Context: an optimization exercise on an open-source flow, tuned for small area and a short achievable clock period. The choices shown serve that exercise and are no tape-out recipe. In this exercise RTL edits were held to simulation tests only and were not proved equivalent to the original. Power figures rest on the tool's default switching activity, not on a simulated workload.

// rr_arbiter
module rr_arbiter(clk, resetb, ack, request, grant);
	parameter integer WIDTH = 64;
	localparam integer LOGW = 6;
	input clk, resetb, ack;
	input [WIDTH - 1:0] request;
	output [WIDTH - 1:0] grant;
	wire            valid;
	wire [LOGW-1:0] last;
	wire            any;
	wire [LOGW-1:0] idx;
	arbiter arbiter(.req(request), .last(last), .any(any), .idx(idx));
	register #(.LOGW(LOGW)) state(.clk(clk), .rst(resetb), .ack(ack), .any(any), .idx(idx), .valid(valid), .last(last));
	decoder #(.WIDTH(WIDTH), .LOGW(LOGW)) final_decoder(.valid(valid), .in(last), .out(grant));
endmodule
==> flow/config.mk <==
export PLATFORM = sky130hd
export DESIGN_NAME = rr_arbiter
export DESIGN_NICKNAME = rr_arbiter
export VERILOG_FILES = /design/flow/design.v
export SDC_FILE = /design/flow/constraint.sdc
export NUM_CORES = 4
export LEC_CHECK = 0
export CAP_MARGIN = 20
export CORE_MARGIN = 2
export CORE_UTILIZATION = 40
export SETUP_SLACK_MARGIN = 4.5
export SLEW_MARGIN = 20
==> flow/constraint.sdc <==
create_clock -name core_clock -period 8.0 [get_ports {clk}]
set_input_delay 1.6000 -clock core_clock [delete_from_list [all_inputs] [get_ports {clk}]]
set_output_delay 1.6000 -clock core_clock [all_outputs]
set_load 0.01 [all_outputs]
standard.sh (not shown) runs the stock make flow with config.mk's settings and CLKGATE_MAP_FILE= SYNTH_SCRIPT=/design/flow/synth_recipe.tcl, a recipe that flattens the netlist after the stock synthesis.
==> flow/flow/run.sh <==
#!/bin/bash
# The standard layout, with two changes: the port buffers are plain buf_1
# cells, and the slow OR-type cells (an OR is a NOR plus an inverter in one
# cell, with a weak stacked pull-up) are kept out of synthesis and repair.
set -euo pipefail
slow=""
for c in or3 or3b or4 or4b or4bb o41a; do
  for s in 1 2 4; do slow="$slow sky130_fd_sc_hd__${c}_$s"; done
done
cp config.mk flow_config.mk
echo "export DONT_USE_CELLS += $slow" >> flow_config.mk
sed "s#DESIGN_CONFIG=[^ ]*#DESIGN_CONFIG=$PWD/flow_config.mk#" standard.sh > flow_standard.sh
export BUFFER_PORTS_ARGS="-buffer_cell sky130_fd_sc_hd__buf_1"
bash flow_standard.sh > standard.log 2>&1
Edit:
==> flow/flow/run.sh (replaced) <==
#!/bin/bash
# The standard layout with three changes:
# - Yosys's ABC maps the logic with flow/abc.script (one area-recovering
#   mapping after choice computation) instead of ORFS's speed script; the
#   rest of the synthesis, synth_recipe.tcl included, is unchanged.
# - The slow OR-type cells (a NOR plus an inverter in one cell, with a weak
#   stacked pull-up) are kept out of synthesis and repair.
# - The port buffers are plain buf_1 cells.
set -euo pipefail
here=$PWD
slow=""
for c in or3 or3b or4 or4b or4bb o41a; do
  for s in 1 2 4; do slow="$slow sky130_fd_sc_hd__${c}_$s"; done
done
cp config.mk flow_config.mk
echo "export DONT_USE_CELLS += $slow" >> flow_config.mk
cat > flow_synth.tcl <<EOT
proc abc {args} {
  set i [lsearch -exact \$args -script]
  if {\$i >= 0} { set args [lreplace \$args \$i [expr {\$i + 1}] -script $here/flow/abc.script] }
  yosys abc {*}\$args
}
source $here/synth_recipe.tcl
EOT
sed -e "s#DESIGN_CONFIG=[^ ]*#DESIGN_CONFIG=$here/flow_config.mk#" \
    -e "s#SYNTH_SCRIPT=[^ ]*#SYNTH_SCRIPT=$here/flow_synth.tcl#" standard.sh > flow_standard.sh
export BUFFER_PORTS_ARGS="-buffer_cell sky130_fd_sc_hd__buf_1"
bash flow_standard.sh > standard.log 2>&1
==> flow/flow/abc.script (new file) <==
&get -n
&st
&syn2
&dch -f
&nf -a
&put
- CORE_UTILIZATION: 40 -> 55
- SETUP_SLACK_MARGIN: 4.5 -> 4.3
What happened:
- maximum frequency decreases by a few percent
- cell area decreases by roughly a tenth
- clock skew hardly moves
- setup slack loses 0.15 ns
- total power decreases by a little under a tenth
- utilization increases by 19 points
- synthesized cell count decreases by a few percent
- synthesized area decreases by a few percent
- die area decreases by a quarter to a third
- routed wire length increases slightly
- combinational power decreases by roughly a tenth
Edit:
==> flow/flow/abc.script (replaced) <==
&get -n
&st
&syn2
&dch -f
&nf -a -R 1000
&put
- CORE_UTILIZATION: 55 -> 40
- CTS_BUF_LIST: default -> sky130_fd_sc_hd__clkbuf_2
- CTS_CLUSTER_SIZE: default -> 30
- PLACE_DENSITY: default -> 0.75
Effect:
- The new run ran to the end with no violations
- routed wire length drops by 3.9%
- global-route usage falls by 8.1 points
- first-iteration DRC count is lower by 45%
- design area is lower by about 8%
- area after synthesis came out lower by 7.8%
- combinational power is about the same
Edit:
- CTS_BUF_LIST: sky130_fd_sc_hd__clkbuf_2 -> default
- CTS_CLUSTER_SIZE: 30 -> default
- PLACE_DENSITY: 0.75 -> default
- SETUP_SLACK_MARGIN: 4.3 -> 3.8
Routed wire length rises by 1.8%.
Sequential power stays flat.
Via count rises by 1.1%.
Cell count stays the same.
Die area is unchanged.
Worst setup slack degrades by 0.33 ns.
Area after synthesis stays the same.
Hold slack degrades by 0.0048 ns.
Global-route usage falls by 1.1 points.
Edit:
==> flow/flow/abc.script (replaced) <==
&get -n
&st
&syn2
&dch -f
&nf -a
&put
- SETUP_SLACK_MARGIN: 3.8 -> 4.3
Maximum frequency rose by about 9%.
Clock-buffer cell count stays the same.
Area after synthesis rose by about 8%.
Final area rose by 11%.
Sequential share of layout area fell by 0.42 points.
Global-route usage fell by 0.58 points.
Wire length is about the same.
Setup slack gains 0.33 ns.
Total power rose by about 5.3%.

---

Setup of run A:
Starting RTL as in the previous note.
clock: 8.0 ns
lec_check: 0
cap_margin: 20
core_margin: 2
core_utilization: 40
slew_margin: 20
==> flow/flow/run.sh <==
#!/bin/bash
# The standard layout with three changes:
# - Yosys's ABC maps the logic with flow/abc.script (one area-recovering
#   mapping after choice computation) instead of ORFS's speed script; the
#   rest of the synthesis, synth_recipe.tcl included, is unchanged.
# - The slow OR-type cells (a NOR plus an inverter in one cell, with a weak
#   stacked pull-up) are kept out of synthesis and repair.
# - The port buffers are plain buf_1 cells.
set -euo pipefail
here=$PWD
slow=""
for c in or3 or3b or4 or4b or4bb o41a; do
  for s in 1 2 4; do slow="$slow sky130_fd_sc_hd__${c}_$s"; done
done
cp config.mk flow_config.mk
echo "export DONT_USE_CELLS += $slow" >> flow_config.mk
cat > flow_synth.tcl <<EOT
proc abc {args} {
  set i [lsearch -exact \$args -script]
  if {\$i >= 0} { set args [lreplace \$args \$i [expr {\$i + 1}] -script $here/flow/abc.script] }
  yosys abc {*}\$args
}
source $here/synth_recipe.tcl
EOT
sed -e "s#DESIGN_CONFIG=[^ ]*#DESIGN_CONFIG=$here/flow_config.mk#" \
    -e "s#SYNTH_SCRIPT=[^ ]*#SYNTH_SCRIPT=$here/flow_synth.tcl#" standard.sh > flow_standard.sh
export BUFFER_PORTS_ARGS="-buffer_cell sky130_fd_sc_hd__buf_1"
bash flow_standard.sh > standard.log 2>&1
==> flow/flow/abc.script <==
&get -n
&st
&syn2
&dch -f
&nf -a -R 1000
&put
Relative to run A, the following input files were edited for run B:
- an added PLACE_DENSITY of 0.75
- an added CTS_CLUSTER_SIZE of 30
- an added CTS_BUF_LIST of sky130_fd_sc_hd__clkbuf_2
- an added SETUP_SLACK_MARGIN of 4.2
==> comparison <==
- Run B finished every stage and its layout cleared the timing, design-rule and antenna checks.
- In run B the number of resized instances in the post-cts repair step turned out 3 higher than in run A.
- Re die width: no difference whatsoever between run A and run B.
- Number of buffers outside the clock class in the layout: run A vs run B identical
- Comparing run A against run B, there is no change at all in number of clock buffer instances in the layout.
- Sequential share of layout area across run A and run B: no real change.
- Wire length: run B < run A
- Between run B and run A, it is run B whose data arrival time of the critical path is lower, by 0.64 ns.
- Per the comparison of run B with run A, fraction of final layout cells sized beyond drive strength 1 increased 3.1 points; global router's overall resource usage shows an increase of 0.96 points; utilization increased by 0.97 points relative to the old numbers.
- The maximum frequency in run B is 1.18 times that in run A.
Modified inputs, run C compared to run B
- removing CTS_BUF_LIST (formerly sky130_fd_sc_hd__clkbuf_2)
- removing PLACE_DENSITY (formerly 0.75)
- changing SETUP_SLACK_MARGIN from 4.2 to 4.0
- removing CTS_CLUSTER_SIZE (formerly 30)
==> flow/flow/run.sh <==
#!/bin/bash
# The standard layout, with two changes: the port buffers are plain buf_1
# cells, and slow cells are kept out of synthesis and repair: the OR types
# (a NOR plus an inverter in one cell) and the cells with four stacked
# transistors in one network.
set -euo pipefail
slow=""
for c in or3 or3b or4 or4b or4bb o41a o41ai a41o a41oi a2111o a2111oi o2111a o2111ai nor4b nor4bb and4b and4bb; do
  for s in 1 2 4; do slow="$slow sky130_fd_sc_hd__${c}_$s"; done
done
cp config.mk flow_config.mk
echo "export DONT_USE_CELLS += $slow" >> flow_config.mk
sed "s#DESIGN_CONFIG=[^ ]*#DESIGN_CONFIG=$PWD/flow_config.mk#" standard.sh > flow_standard.sh
export BUFFER_PORTS_ARGS="-buffer_cell sky130_fd_sc_hd__buf_1"
bash flow_standard.sh > standard.log 2>&1
removed: flow/flow/abc.script
### Flow results
- The final layouts of run C and run B pass the timing, design-rule and antenna checks.
- Run C against run B; area occupied by multi-input gates is up by a little under 10%.
- Run C vs. run B: relative slew slack went up by 1.2 points.
- For run C, the termination of the worst setup path was state.last[3]$_DFFE_PN1P_, unlike run B, where it was state.last[1]$_DFFE_PN1P_.
- Against run B, ratio of total power to cell area in run C rose by a few percent.
- After synthesis and placement, the instance count of run C is below that of run B.
- Setup slack was lower in the run labelled run C.
- Comparing run C against run B, there is no change at all in number of buffer and inverter stages on the critical path.
Modified inputs, run D compared to run C
- putting CTS_BUF_LIST at sky130_fd_sc_hd__clkbuf_2 where nothing was set
- swapping 4.0 for 4.1 in SETUP_SLACK_MARGIN
- putting CTS_CLUSTER_SIZE at 30 where nothing was set
==> flow/flow/run.sh <==
#!/bin/bash
# The standard layout with three changes:
# - Yosys's ABC maps the logic with flow/abc.script (one area-recovering
#   mapping after choice computation) instead of ORFS's speed script; the
#   rest of the synthesis, synth_recipe.tcl included, is unchanged.
# - The slow OR-type cells (a NOR plus an inverter in one cell, with a weak
#   stacked pull-up) are kept out of synthesis and repair.
# - The port buffers are plain buf_1 cells.
set -euo pipefail
here=$PWD
slow=""
for c in or3 or3b or4 or4b or4bb o41a; do
  for s in 1 2 4; do slow="$slow sky130_fd_sc_hd__${c}_$s"; done
done
cp config.mk flow_config.mk
echo "export DONT_USE_CELLS += $slow" >> flow_config.mk
cat > flow_synth.tcl <<EOT
proc abc {args} {
  set i [lsearch -exact \$args -script]
  if {\$i >= 0} { set args [lreplace \$args \$i [expr {\$i + 1}] -script $here/flow/abc.script] }
  yosys abc {*}\$args
}
source $here/synth_recipe.tcl
EOT
sed -e "s#DESIGN_CONFIG=[^ ]*#DESIGN_CONFIG=$here/flow_config.mk#" \
    -e "s#SYNTH_SCRIPT=[^ ]*#SYNTH_SCRIPT=$here/flow_synth.tcl#" standard.sh > flow_standard.sh
export BUFFER_PORTS_ARGS="-buffer_cell sky130_fd_sc_hd__buf_1"
bash flow_standard.sh > standard.log 2>&1
==> flow/flow/abc.script (new file) <==
&get -n
&st
&syn2
&dch -f
&nf -a -R 1000
&put
Findings:
For the sequential cell area share, run D came in 0.45 points higher than run C did. Taking run D over run C, the final instance area ratio works out to 0.915. Maximum frequency was higher in run D than in run C. Across both runs, synthesized cell count was higher for run D than for run C. Run D: hold slack 0.012 ns below run C. Against run C as the reference, run D delivers a higher overall routing resource usage. Total power of run D is lower than that of run C. Changes observed in run D relative to run C: maximum resistive drop on vdd increased by 54% relative to the old numbers, synthesized area decreased by 310 µm² relative to the old numbers. Combinational power share was lower in the run labelled run C. Comparing run C and run D, the higher fraction of final layout cells sized beyond drive strength 1 is on run C.
For run E, these inputs were changed with respect to run D:
- swapping 4.1 for 4.4 in SETUP_SLACK_MARGIN
## What came out
From run D to run E the numbers moved as follows: combinational cell fraction of total power up 0.4 points; overall routed net length shows an increase of 390 µm; sequential share of layout area saw a decrease.
Overall power (run E vs. run D) increases by a few percent
Between run D and run E, the difference in final-report hold violation count is negligible.
Higher switching power total among run D and run E: run E
In run E the number of nets in the final layout turned out 2 higher than in run D.
Number of sequential cells in the layout: run E vs run D, no meaningful difference
Of run E and run D, it is run E that has the higher first-iteration DRC count.
Input changes introduced in run F (baseline for comparison: run E):
- swapping 4.4 for 4.2 in SETUP_SLACK_MARGIN
### Flow results
- Cmp run F and run E / proportion of layout cells with a drive suffix above 1 / lower: run F
- Run E finished end to end and its layout was clean on timing, DRC and antenna.
- Run F completed; timing, DRC and antenna clean
- | via count | run E vs run F | ≈ equal |
- Re critical path depth: run F is 2 up on run E.
- Register-to-register slack, run F and run E: lower on run F
- Delta(detailed-routing iteration count for the pre-antenna-repair pass, run F - run E) < 0
- Comparing final standard cell area without fillers for run F and run E, the bigger number came from run E.

==> separate check: timing with driven ports <==
No port has a modelled driver above. Below, the same layouts with a new extraction and two added sets of constraints.
Step 1 assumes that a clkbuf_16 drives the clock port and a buf_2 every other input.
Step 2, shift: input delay + t, output delay - t, t = (earliest + latest rising clock arrival at the registers) / 2. This alone moves slack from input paths to output paths.
Slacks: ideal / step 1 / step 2; pairs: ideal / step 1.
run	shift t [ns]	setup WS [ns]	cell pins on the clock port's net
the first run of note 1	0.248	4.447 / 4.432 / 4.183	1
the second run of note 1	0.248	4.295 / 4.292 / 4.044	1
the third run of note 1	0.259	4.353 / 4.349 / 4.090	1
the fourth run of note 1	0.238	4.018 / 4.016 / 3.778	1
the fifth run of note 1	0.243	4.345 / 4.342 / 4.099	1
run A	0.238	3.684 / 3.682 / 3.444	1
run B	0.264	4.346 / 4.336 / 4.079	1
run C	0.244	4.097 / 4.096 / 3.851	1
run D	0.237	4.109 / 4.105 / 3.867	1
run E	0.234	4.398 / 4.391 / 4.157	1
run F	0.233	4.330 / 4.322 / 4.090	1
After both steps every run listed still meets setup and hold. For run B, which loses most, drivers alone change the setup slack by -0.010 ns; drivers and shift together by -0.267 ns.
